This is an optimization exercise on Yosys and OpenROAD, whose aim is small area, not a production implementation. Only simulation tests tie the RTL to the original design; equivalence was not proved. Power and IR drop assume default switching activity.

Setup of exp/quartz:
// impl_top
module impl_top (
input               clk     ,
input               sw_0    ,
input   wire        uart_rxd,
output  wire        uart_txd,
output  wire [7:0]  led,
output  wire uart_rx_break,
output  wire uart_rx_valid,
output  wire uart_tx_busy,
output  wire uart_rx_fe,
output  wire uart_rx_pe,
output  wire [10:0] uart_rx_data,
output  wire [199:0] sbus_frame,
output  wire sbus_frame_valid
);
wire rst = !sw_0;
reg rxd_0, rxd_1;
always @(posedge clk) begin
    rxd_0 <= uart_rxd | rst;
    rxd_1 <= rxd_0;
end
reg [8:0] r_cnt;
reg [3:0] r_ph;
wire r_idle = r_ph == 4'd0;
wire r_stop = r_ph == 4'd13;
wire r_c500 = r_cnt == 9'd67;
wire r_c250 = r_cnt == 9'd358;
wire r_valid = r_stop && r_c250;
always @(posedge clk) begin
    if (r_idle || r_c500 || r_valid)
        r_cnt <= 9'd0;
    else
        r_cnt <= {r_cnt[7:0], ~(r_cnt[8] ^ r_cnt[4])};
end
wire r_adv = (r_idle && !rxd_1) || r_c500;
always @(posedge clk) begin
    if (rst || r_valid)
        r_ph <= 4'd0;
    else
        r_ph <= r_ph + r_adv;
end
reg [10:0] r_sr;
always @(posedge clk) begin
    if (r_c250 && !r_stop)
        r_sr <= {rxd_1, r_sr[10:1]};
end
reg r_sel;
always @(posedge clk) begin
  ...
Size: roughly 1000 cells after synthesis, about 13000 sq um of cells after synthesis.
clock: 10.0 ns
lec_check: 0
cap_margin: 20
core_margin: 2
core_utilization: 75
slew_margin: 20
standard.sh (not shown) runs the stock make flow with config.mk's settings and CLKGATE_MAP_FILE= SYNTH_SCRIPT=/design/flow/synth_recipe.tcl, a recipe that flattens the netlist after the stock synthesis.
==> flow/flow/run.sh <==
#!/bin/bash
# The standard flow (standard.sh) with three changes:
#  - after the standard synthesis (unchanged, so every register keeps its
#    name and cell), the combinational cells are optimised again by ABC
#    (deepsyn, then area-oriented mapping; resyn.log); the flip-flops are not
#    touched;
#  - port buffers use the smallest buffer cell;
#  - the clock tree is built from clkbuf_4 cells in small sink clusters,
#    without dummy loads.
set -euo pipefail
KNOBS=(
  "BUFFER_PORTS_ARGS=-buffer_cell sky130_fd_sc_hd__buf_1"
  "CTS_ARGS=-sink_clustering_enable -repair_clock_nets -dont_use_dummy_load -buf_list sky130_fd_sc_hd__clkbuf_4 -sink_clustering_size 10 -sink_clustering_max_diameter 60"
)
bash standard.sh "${KNOBS[@]}" synth > flow_synth.log 2>&1

RES=orfs/results/$FLOW_PLATFORM/impl_top/base
LIB=$FLOW_HOME/platforms/$FLOW_PLATFORM/lib/sky130_fd_sc_hd__tt_025C_1v80.lib
YOSYS=$(command -v yosys || echo "$FLOW_HOME/../tools/install/yosys/bin/yosys")
python3 flow/cellmodels.py "$LIB" cellmodels.v > cellmodels.log 2>&1
cp $RES/1_2_yosys.v 1_2_yosys_standard.v
cat > abc_area.script <<EOS
strash
&get -n
&deepsyn -T 30
&put
dch -f
amap
topo
EOS
cat > resyn.ys <<EOS
read_liberty -lib $LIB
read_verilog 1_2_yosys_standard.v
hierarchy -top $FLOW_TOP
techmap -map cellmodels.v
opt -purge
techmap
opt -purge
abc -liberty $LIB -dont_use *lpflow* -dont_use *probe* -script abc_area.script
opt_clean -purge
hilomap -singleton -hicell sky130_fd_sc_hd__conb_1 HI -locell sky130_fd_sc_hd__conb_1 LO
insbuf -buf sky130_fd_sc_hd__buf_4 A X
check -assert -mapped
stat -liberty $LIB
write_verilog -noattr -nohex -nodec 1_2_yosys_resyn.v
EOS
"$YOSYS" -s resyn.ys > resyn.log 2>&1
cp 1_2_yosys_resyn.v $RES/1_2_yosys.v
rm -f $RES/1_synth.odb $RES/1_synth.sdc

bash standard.sh "${KNOBS[@]}" finish > flow.log 2>&1
Other scripts of this flow, unchanged in this note and not shown: flow/flow/cellmodels.py
The inputs of exp/raven differ from those of exp/quartz as listed below.
- swapping 75 for 65 in CORE_UTILIZATION
--- outcome ---
- Clock power share delta (exp/raven -> exp/quartz): insignificant
- Going from exp/quartz to exp/raven, design area shows no meaningful change, global-route usage moved down, minimum clock period climbed 0.064 ns, sequential share of cell area about even.
- In terms of later-pin clock latency in the skew report, exp/quartz and exp/raven differ only marginally.
- Going from exp/quartz to exp/raven, register-to-register slack decreased 0.50 ns; area added between synthesis and finish picked up an extra 0.24 points.
Setup changes, exp/raven to exp/delta
- CORE_UTILIZATION: 65 -> 50
[summary]
exp/delta and exp/raven ended up with nearly the same total power consumption of the routed design. exp/delta — maximum number of pins on one net before global-route repair 1 higher, exp/raven as reference. Hold slack: exp/delta vs exp/raven up 0.019 ns. For combined area of the multi-input logic cells, exp/raven and exp/delta come out practically identical. Against exp/raven, exp/delta comes in 0.065 ns lower on worst path setup slack after routing. Of exp/delta and exp/raven, it is exp/delta that has the higher sum of met2 wire segment lengths after detailed routing. Any difference in portion of total power attributed to sequential cells between exp/raven and exp/delta is small enough to ignore. As far as inverter count of the layout excluding clock inverters goes, exp/raven and exp/delta are indistinguishable; the numbers are identical.

---

Setup of exp/xenon:
impl_top, a different RTL version from the one above (not shown whole).
Size in the first run: ~890 cells after synthesis, roughly 420 flip-flops, roughly 230 I/O pins, ~14000 um^2 of cells after synthesis.
clock: 10.0 ns
lec_check: 0
cap_margin: 20
core_margin: 2
core_utilization: 80
slew_margin: 20
==> flow/flow/run.sh <==
#!/bin/bash
# The standard ORFS flow (the standard.sh, standard synthesis unchanged)
# with two changes: port buffers use the smallest buffer cell, and the clock
# tree is built from clkbuf_4 cells in small sink clusters, without dummy loads.
set -euo pipefail
bash standard.sh \
  "BUFFER_PORTS_ARGS=-buffer_cell sky130_fd_sc_hd__buf_1" \
  "CTS_ARGS=-sink_clustering_enable -repair_clock_nets -dont_use_dummy_load -buf_list sky130_fd_sc_hd__clkbuf_4 -sink_clustering_size 10 -sink_clustering_max_diameter 60" \
  finish > flow.log 2>&1
exp/xenon completed; timing, DRC and antenna clean
Modified inputs, exp/indigo compared to exp/xenon
Settings: CORE_UTILIZATION now 65, was 80.
Results
- exp/indigo reached the final stage; the timing, DRC and antenna checks on its layout passed.
- Comparing the two runs side by side, exp/indigo comes out ahead of exp/xenon on wire length of the first global-routing pass.
- The global-route usage number comes out lower for exp/indigo vs exp/xenon.
- Between exp/indigo and exp/xenon, the internal power consumption figures differ only marginally.
- Looking at total length of routed wires across both flows, exp/indigo is the stronger of the two, with exp/xenon trailing.
- Re buffer and inverter count on the worst path: no difference whatsoever between exp/indigo and exp/xenon.
### exp/indigo -> exp/violet
--- a/flow/flow/run.sh
+++ b/flow/flow/run.sh
@@ -8,2 +8,3 @@
   "CTS_ARGS=-sink_clustering_enable -repair_clock_nets -dont_use_dummy_load -buf_list sky130_fd_sc_hd__clkbuf_4 -sink_clustering_size 10 -sink_clustering_max_diameter 60" \
+  "RECOVER_POWER=100" \
   finish > flow.log 2>&1
Notes after the runs:
exp/violet vs exp/indigo: clock period minus final worst setup slack up
What the final checks of exp/violet revealed, after a flow that finished every stage, was a layout that fails on capacitance limit, slew limit.
Summary of exp/violet over exp/indigo: wire length reported by the detailed router was more or less identical, combinational fraction of design power was more or less identical, non-clock buffer count was more or less identical, period utilization went up by 20 points, mux contribution to synthesized area was more or less identical.

==> separate check: timing with driven ports <==
The results above use ideal ports. As a check the final layouts listed here were re-extracted and re-timed, cells and wires unchanged. Step 1 assumes that a clkbuf_16 drives the clock port and a buf_2 every other input. Step 2 times the ports against the registers' clock, not the clock port: input delays grow and output delays shrink by t, the midpoint of the rising clock arrivals with the driver on. a / b / c = no drivers / after step 1 / after step 2; a / b = the first two.
run	shift t [ns]	setup slack, ns	worst setup path at the end	clock arrival spread, ns
exp/quartz	0.702	4.981 / 4.940 / 5.387	input to register	0.057 / 0.057
exp/raven	0.695	4.918 / 4.877 / 5.199	input to register	0.047 / 0.047
exp/delta	0.683	4.853 / 4.811 / 5.089	input to register	0.070 / 0.070
exp/xenon	0.669	4.862 / 4.823 / 5.493	register to output	0.089 / 0.089
exp/indigo	0.677	5.163 / 5.121 / 5.799	register to output	0.061 / 0.061
exp/violet	0.677	3.130 / 3.089 / 3.400	register to register	0.064 / 0.064
